From an optimization exercise on the open Yosys and OpenROAD flow, aimed at small area and a short achievable clock period; shortcuts taken in it are not production practice.
Where RTL was checked, it was by simulation tests only, not by an equivalence proof against the original.
No activity file was given, so power comes from the tool's default toggle rates. The clock port is modelled as an ideal driver; clocking choices that lean on that would not hold on a real chip.

## shaping_v5
module shaping_v5(
inp,shapedout,conf,clk,count,rst
    ,r1,r2);
    input [13:0] inp;
    input [11:0] conf;
    input clk;
    input rst;
    output [13:0] shapedout;
    output [11:0] count;
    output r1;
    output r2;
    parameter k = 100;
    parameter l = 200;
    localparam N = k+l+k+1;           
    wire [4:0] tau = conf[4:0];
    wire [4:0] m3  = conf[9:5];
    wire [1:0] sel = conf[11:10];
    reg [11:0] cnt;
    reg rst1;
    reg rst2;      
    reg rst2d;     
    reg [14*N-1:0] dline;
    reg signed [14:0] temp2;
    reg signed [15:0] temp3;
    reg signed [22:0] acc4;
    reg signed [22:0] tmpS;
    reg signed [15:0] tmpT;
    reg [22:0] t6lo;
    reg [21:0] t6hi;
    reg signed [2:0] c6;
    reg [13:0] temp7;
    always @(posedge clk) begin
        if (rst)
            cnt <= 12'h001;
        else if (|cnt)
            cnt <= cnt + 1'b1;
        else
            cnt <= 12'h000;
    end
    always @(posedge clk) begin
        rst1 <= rst | (rst1 & (cnt < k+l+k+1));
        rst2 <= rst | rst1;
        rst2d <= rst2;
    end
    always @(posedge clk)
        dline <= {dline[14*(N-1)-1:0], inp};
  ...
Size: ~7500 cells after synthesis, roughly 5800 flip-flops, ~56 I/O pins.
==> flow/config.mk <==
export PLATFORM = sky130hd
export DESIGN_NAME = shaping_v5
export DESIGN_NICKNAME = shaping_v5
export VERILOG_FILES = /design/flow/design.v
export SDC_FILE = /design/flow/constraint.sdc
export NUM_CORES = 4
export LEC_CHECK = 0
export CAP_MARGIN = 20
export CORE_MARGIN = 2
export CORE_UTILIZATION = 55
export CTS_BUF_LIST = sky130_fd_sc_hd__clkbuf_16
export CTS_CLUSTER_DIAMETER = 60
export CTS_CLUSTER_SIZE = 30
export SLEW_MARGIN = 20
==> flow/constraint.sdc <==
create_clock -name core_clock -period 11.0 [get_ports {clk}]
set_input_delay 2.2000 -clock core_clock [delete_from_list [all_inputs] [get_ports {clk}]]
set_output_delay 2.2000 -clock core_clock [all_outputs]
set_load 0.01 [all_outputs]
standard.sh (not shown) runs the stock make flow with config.mk's settings and CLKGATE_MAP_FILE= SYNTH_SCRIPT=/design/flow/synth_recipe.tcl, a recipe that flattens the netlist after the stock synthesis.
==> flow/flow/run.sh <==
#!/bin/bash
# Standard synthesis, then the standard layout with a larger setup margin for
# timing repair (the clock period and constraints are unchanged).
set -euo pipefail
bash standard.sh synth > synth.log 2>&1
bash standard.sh SETUP_SLACK_MARGIN=7.6 finish > layout.log 2>&1
The starting point ran to the end with no violations.
Next try:
Settings changed: CTS_CLUSTER_DIAMETER 60 to 55, CTS_CLUSTER_SIZE 30 to 36.
Register-to-register slack gets better by 0.13 ns; sequential power stays flat; combinational power shrinks by about 3%; final area grows by 1.5%; power grows by 5.1%; core utilization grows by 0.93 points; worst setup slack gets better by 0.13 ns; synthesized cell count is unchanged.
Function was not checked in any run of this note: the RTL went through the layout flow alone.

---

shaping_v5, a different RTL version from the one above (not shown whole).
For scale: ~7,500 cells after synthesis, ~5,800 flip-flops.
Settings: LEC_CHECK=0, CAP_MARGIN=20, CORE_MARGIN=2, CORE_UTILIZATION=55, CTS_BUF_LIST=sky130_fd_sc_hd__clkbuf_8, CTS_CLUSTER_DIAMETER=45, CTS_CLUSTER_SIZE=18, SETUP_SLACK_MARGIN=5, SLEW_MARGIN=20; clock period 11.0 ns.
run.sh (not shown) runs the stock make flow with config.mk's settings and CLKGATE_MAP_FILE= SYNTH_SCRIPT=/design/flow/synth_recipe.tcl, a recipe that flattens the netlist after the stock synthesis.
Stock flow here: none of the scripts above is used.
Change:
==> flow/flow/run.sh (new file) <==
#!/bin/bash
# Standard synthesis, then the standard layout with a larger setup margin for
# timing repair (the clock period and constraints are unchanged).
set -euo pipefail
bash standard.sh synth > synth.log 2>&1
bash standard.sh SETUP_SLACK_MARGIN=8.2 finish > layout.log 2>&1
==> flow/standard.sh (new file) <==
#!/bin/bash
# synth_recipe.tcl (not shown) runs the flow's synth.tcl, then flattens the netlist and writes it again
# the make line also repeats each setting of config.mk as NAME=value (left out here)
make -C /OpenROAD-flow-scripts/flow DESIGN_CONFIG=/design/flow/config.mk WORK_HOME=/design/flow/orfs CLKGATE_MAP_FILE= SYNTH_SCRIPT=/design/flow/synth_recipe.tcl "${@:-finish}"
--- a/flow/config.mk
+++ b/flow/config.mk
@@ -10,6 +10,5 @@
 export CORE_UTILIZATION = 55
-export CTS_BUF_LIST = sky130_fd_sc_hd__clkbuf_8
-export CTS_CLUSTER_DIAMETER = 45
-export CTS_CLUSTER_SIZE = 18
-export SETUP_SLACK_MARGIN = 5
+export CTS_BUF_LIST = sky130_fd_sc_hd__clkbuf_16
+export CTS_CLUSTER_DIAMETER = 60
+export CTS_CLUSTER_SIZE = 30
 export SLEW_MARGIN = 20
removed: flow/run.sh
Result: The new run passed the timing, design-rule and antenna checks; clock power is lower by about 20%; non-clock buffer count is higher by 243; clock skew is lower by 0.063 ns.
Change:
--- a/flow/flow/run.sh
+++ b/flow/flow/run.sh
@@ -5,2 +5,2 @@
 bash standard.sh synth > synth.log 2>&1
-bash standard.sh SETUP_SLACK_MARGIN=8.2 finish > layout.log 2>&1
+bash standard.sh SETUP_SLACK_MARGIN=7.6 finish > layout.log 2>&1
Total power decreases slightly.
Wire length is about the same.
Setup slack degrades by 0.057 ns.
Final cell count decreases slightly.
First-iteration DRC count increases slightly.
Core utilization decreases by 0.52 points.
Global-route usage barely changes.
Synthesized area stays the same.
Cell area decreases slightly.
Hold slack degrades by 0.023 ns.

---

== alpha ==
The RTL this note starts from:
==> flow/design.v <==
`timescale 1ns / 1ps
module shaping_v5(
inp,shapedout,conf,clk,count,rst
    ,r1,r2);
    input [13:0] inp;
    input [11:0] conf;
    input clk;
    input rst;
    output [13:0] shapedout;
    output [11:0] count;
    output r1;
    output r2;
    parameter k = 100;
    parameter l = 200;
    localparam N = k+l+k+1;           
    wire [4:0] tau = conf[4:0];
    wire [4:0] m3  = conf[9:5];
    wire [1:0] sel = conf[11:10];
    reg [11:0] cnt;
    reg rst1;
    reg rst2;      
    reg rst2d;     
    reg [14*N-1:0] dline;
    reg signed [15:0] temp3;
    reg signed [22:0] acc4;
    reg signed [15:0] q3;
    reg signed [22:0] tmpS;
    reg signed [15:0] tmpT;
    reg [22:0] t6lo;
    reg [21:0] t6hi;
    reg signed [1:0] c6;
    reg [13:0] temp7;
    always @(posedge clk) begin
        if (rst)
            cnt <= 12'h001;
        else if (|cnt)
            cnt <= cnt + 1'b1;
        else
            cnt <= 12'h000;
    end
    always @(posedge clk) begin
        rst1  <= rst | (rst1 & (cnt < k+l+k+1));
        rst2  <= rst | rst1;
        rst2d <= rst2;
    end
    always @(posedge clk)
        dline <= {dline[14*(N-1)-1:0], inp};
    wire signed [15:0] d0   = {{2{dline[13]}}, dline[13:0]};
    wire signed [15:0] dk   = {{2{dline[14*k+13]}}, dline[14*k+:14]};
    wire signed [15:0] dkl  = {{2{dline[14*(k+l)+13]}}, dline[14*(k+l)+:14]};
    wire signed [15:0] dklk = {{2{dline[14*(k+l+k)+13]}}, dline[14*(k+l+k)+:14]};
    wire signed [23:0] w4 = {acc4, 1'b0};
    wire signed [23:0] w4s = w4 >>> tau;
    wire signed [22:0] temp5 = tmpS + {{7{tmpT[15]}}, tmpT};
    wire [24:0] lo_sum = {2'b00, t6lo} + {{2{tmpS[22]}}, tmpS} + {{9{tmpT[15]}}, tmpT};
    wire [21:0] t6hi_now = t6hi + {{20{c6[1]}}, c6};
    wire signed [44:0] temp6 = {t6hi_now, t6lo};
    always @(posedge clk)
        q3 <= dklk - dk - dkl;
    always @(posedge clk) begin
        if (rst2 | rst2d) begin
            temp3 <= 16'sd0;
            acc4  <= 23'sd0;
        end else begin
            temp3 <= d0 + q3;
            acc4  <= acc4 + {{7{d0[15]}}, d0} + {{7{q3[15]}}, q3};
        end
    end
    always @(posedge clk) begin
        if (rst2) begin
            tmpS  <= 23'sd0;
            tmpT  <= 16'sd0;
            t6lo  <= 23'd0;
            t6hi  <= 22'd0;
            c6    <= 2'sd0;
        end else begin
            if (tau == 5'd0)
                tmpS <= acc4;
            else if (tau == 5'd31)
                tmpS <= 23'sd0;
            else
                tmpS <= w4s[22:0];
            tmpT  <= (tau == 5'd0) ? 16'sd0 : temp3;
            t6lo  <= lo_sum[22:0];
            t6hi  <= t6hi_now;
            c6    <= lo_sum[24:23];
        end
    end
    wire signed [13:0] inps = inp;
    reg signed [44:0] vsrc;
    always @(*)
        case (sel)
        2'd0: vsrc = inps;
        2'd1: vsrc = temp3;
        2'd2: vsrc = temp5;
        default: vsrc = temp6;
        endcase
    wire signed [44:0] vsh = vsrc >>> m3;
    always @(posedge clk) begin
        if (rst2)
            temp7 <= 14'd0;
        else
            temp7 <= vsh[13:0];
    end
    assign shapedout = temp7;
    assign count = cnt;
    assign r1 = rst1;
    assign r2 = rst2;
endmodule
Settings: LEC_CHECK=0, CAP_MARGIN=20, CORE_MARGIN=2, CORE_UTILIZATION=55, CTS_BUF_LIST=sky130_fd_sc_hd__clkbuf_16, CTS_CLUSTER_DIAMETER=110, CTS_CLUSTER_SIZE=30, SLEW_MARGIN=20; clock period 11.0 ns.
standard.sh (not shown) runs the stock make flow with config.mk's settings and CLKGATE_MAP_FILE= SYNTH_SCRIPT=/design/flow/synth_recipe.tcl, a recipe that flattens the netlist after the stock synthesis.
==> flow/flow/run.sh <==
#!/bin/bash
# Standard synthesis, then the standard layout with: a larger setup margin
# for timing repair, plain buffers (buf_4) on the ports instead of delay
# cells, and no dummy loads in clock tree synthesis. The clock period and
# constraints are unchanged.
set -euo pipefail
bash standard.sh synth > synth.log 2>&1
bash standard.sh SETUP_SLACK_MARGIN=7.35 \
  "BUFFER_PORTS_ARGS=-buffer_cell sky130_fd_sc_hd__buf_4" \
  "CTS_ARGS=-sink_clustering_enable -repair_clock_nets -sink_clustering_size 30 -sink_clustering_max_diameter 110 -buf_list sky130_fd_sc_hd__clkbuf_16 -dont_use_dummy_load" \
  MATCH_CELL_FOOTPRINT=0 \
  finish > layout.log 2>&1
The following lists how beta was set up differently from alpha:
==> flow/flow/run.sh <==
#!/bin/bash
# Standard synthesis, then the standard layout with a larger setup margin for
# timing repair and no dummy loads in clock tree synthesis (the clock period
# and constraints are unchanged).
set -euo pipefail
bash standard.sh synth > synth.log 2>&1
bash standard.sh SETUP_SLACK_MARGIN=7.6 \
  "CTS_ARGS=-sink_clustering_enable -repair_clock_nets -sink_clustering_size 30 -sink_clustering_max_diameter 110 -buf_list sky130_fd_sc_hd__clkbuf_16 -dont_use_dummy_load" \
  finish > layout.log 2>&1
Findings:
Sort alpha and beta by final critical-path setup slack desc -> top: alpha. Compared with alpha, beta shows a higher half-perimeter wire length after placement. The standard cells in beta occupy more silicon area than those in alpha do. Re final weighted congestion in routability-driven placement: alpha was lower than beta. beta ends up with a post-route fraction of the period consumed by the critical path that is 1.1 points higher than in alpha. When beta is set beside alpha, its number of buffer and inverter instances along the worst setup path turns out to be 1 larger. Delta (beta minus alpha): clock power now sits at about the same level, total length of routed met3 wires moved up. Comparing alpha and beta, the higher hold slack was measured on alpha.
Input changes introduced in gamma (baseline for comparison: beta):
- CORE_UTILIZATION changed from 55 to 48
==> flow/flow/run.sh <==
#!/bin/bash
# Standard synthesis, then the standard layout with: a larger setup margin
# for timing repair, plain buffers (buf_4) on the ports instead of delay
# cells, and no dummy loads in clock tree synthesis. The clock period and
# constraints are unchanged.
set -euo pipefail
bash standard.sh synth > synth.log 2>&1
bash standard.sh SETUP_SLACK_MARGIN=7.6 \
  "BUFFER_PORTS_ARGS=-buffer_cell sky130_fd_sc_hd__buf_4" \
  "CTS_ARGS=-sink_clustering_enable -repair_clock_nets -sink_clustering_size 30 -sink_clustering_max_diameter 110 -buf_list sky130_fd_sc_hd__clkbuf_16 -dont_use_dummy_load" \
  finish > layout.log 2>&1
Results
- On gamma: setup slack after layout is 0.088 ns higher than what beta gave.
- In gamma, the highest attainable clock frequency came out 6.5 MHz above the value in beta.
- Higher signal arrival time at the worst endpoint was reported by beta, not gamma.

-- separate check: timing with driven ports --
Ports are ideal in the flow. The routed layouts listed here were re-timed in OpenROAD.
Step 1 sets driving cells, clkbuf_16 on the clock port and buf_2 on the other inputs (assumed; they add their load-dependent delay and slew).
Step 2 moves the port delays by t, midway between the first and last clock arrival at a register: inputs arrive t later, outputs are due t later. That takes back most of the time a late clock gives input paths.
Slacks: no drivers / after step 1 / after step 2; pairs: no drivers / after step 1.
run	t (ns)	setup WS [ns]	worst hold slack (ns)	worst setup path at the end	latest minus earliest clock arrival (ns)
the first run of note 1	0.927	6.714 / 6.714 / 6.020	0.286 / 0.286 / 0.286	input to register	0.090 / 0.090
the second run of note 1	0.956	6.840 / 6.840 / 6.119	0.282 / 0.282 / 0.282	input to register	0.095 / 0.095
the first run of note 2	1.100	5.966 / 6.024 / 4.924	0.248 / 0.248 / 0.248	input to register	0.138 / 0.138
the second run of note 2	0.938	7.275 / 7.243 / 6.379	0.297 / 0.297 / 0.297	input to register	0.095 / 0.094
the third run of note 2	0.921	7.218 / 7.218 / 6.446	0.274 / 0.274 / 0.274	input to register	0.117 / 0.117
alpha	0.899	7.379 / 7.275 / 6.376	0.245 / 0.245 / 0.245	input to register	0.170 / 0.170
beta	0.908	7.262 / 7.305 / 6.397	0.239 / 0.239 / 0.239	input to register	0.183 / 0.183
gamma	0.905	7.350 / 7.294 / 6.389	0.248 / 0.248 / 0.248	input to register	0.164 / 0.164
After both steps every run listed still meets setup and hold. For the first run of note 2, which loses most, drivers alone change the setup slack by +0.058 ns; drivers and shift together by -1.042 ns.
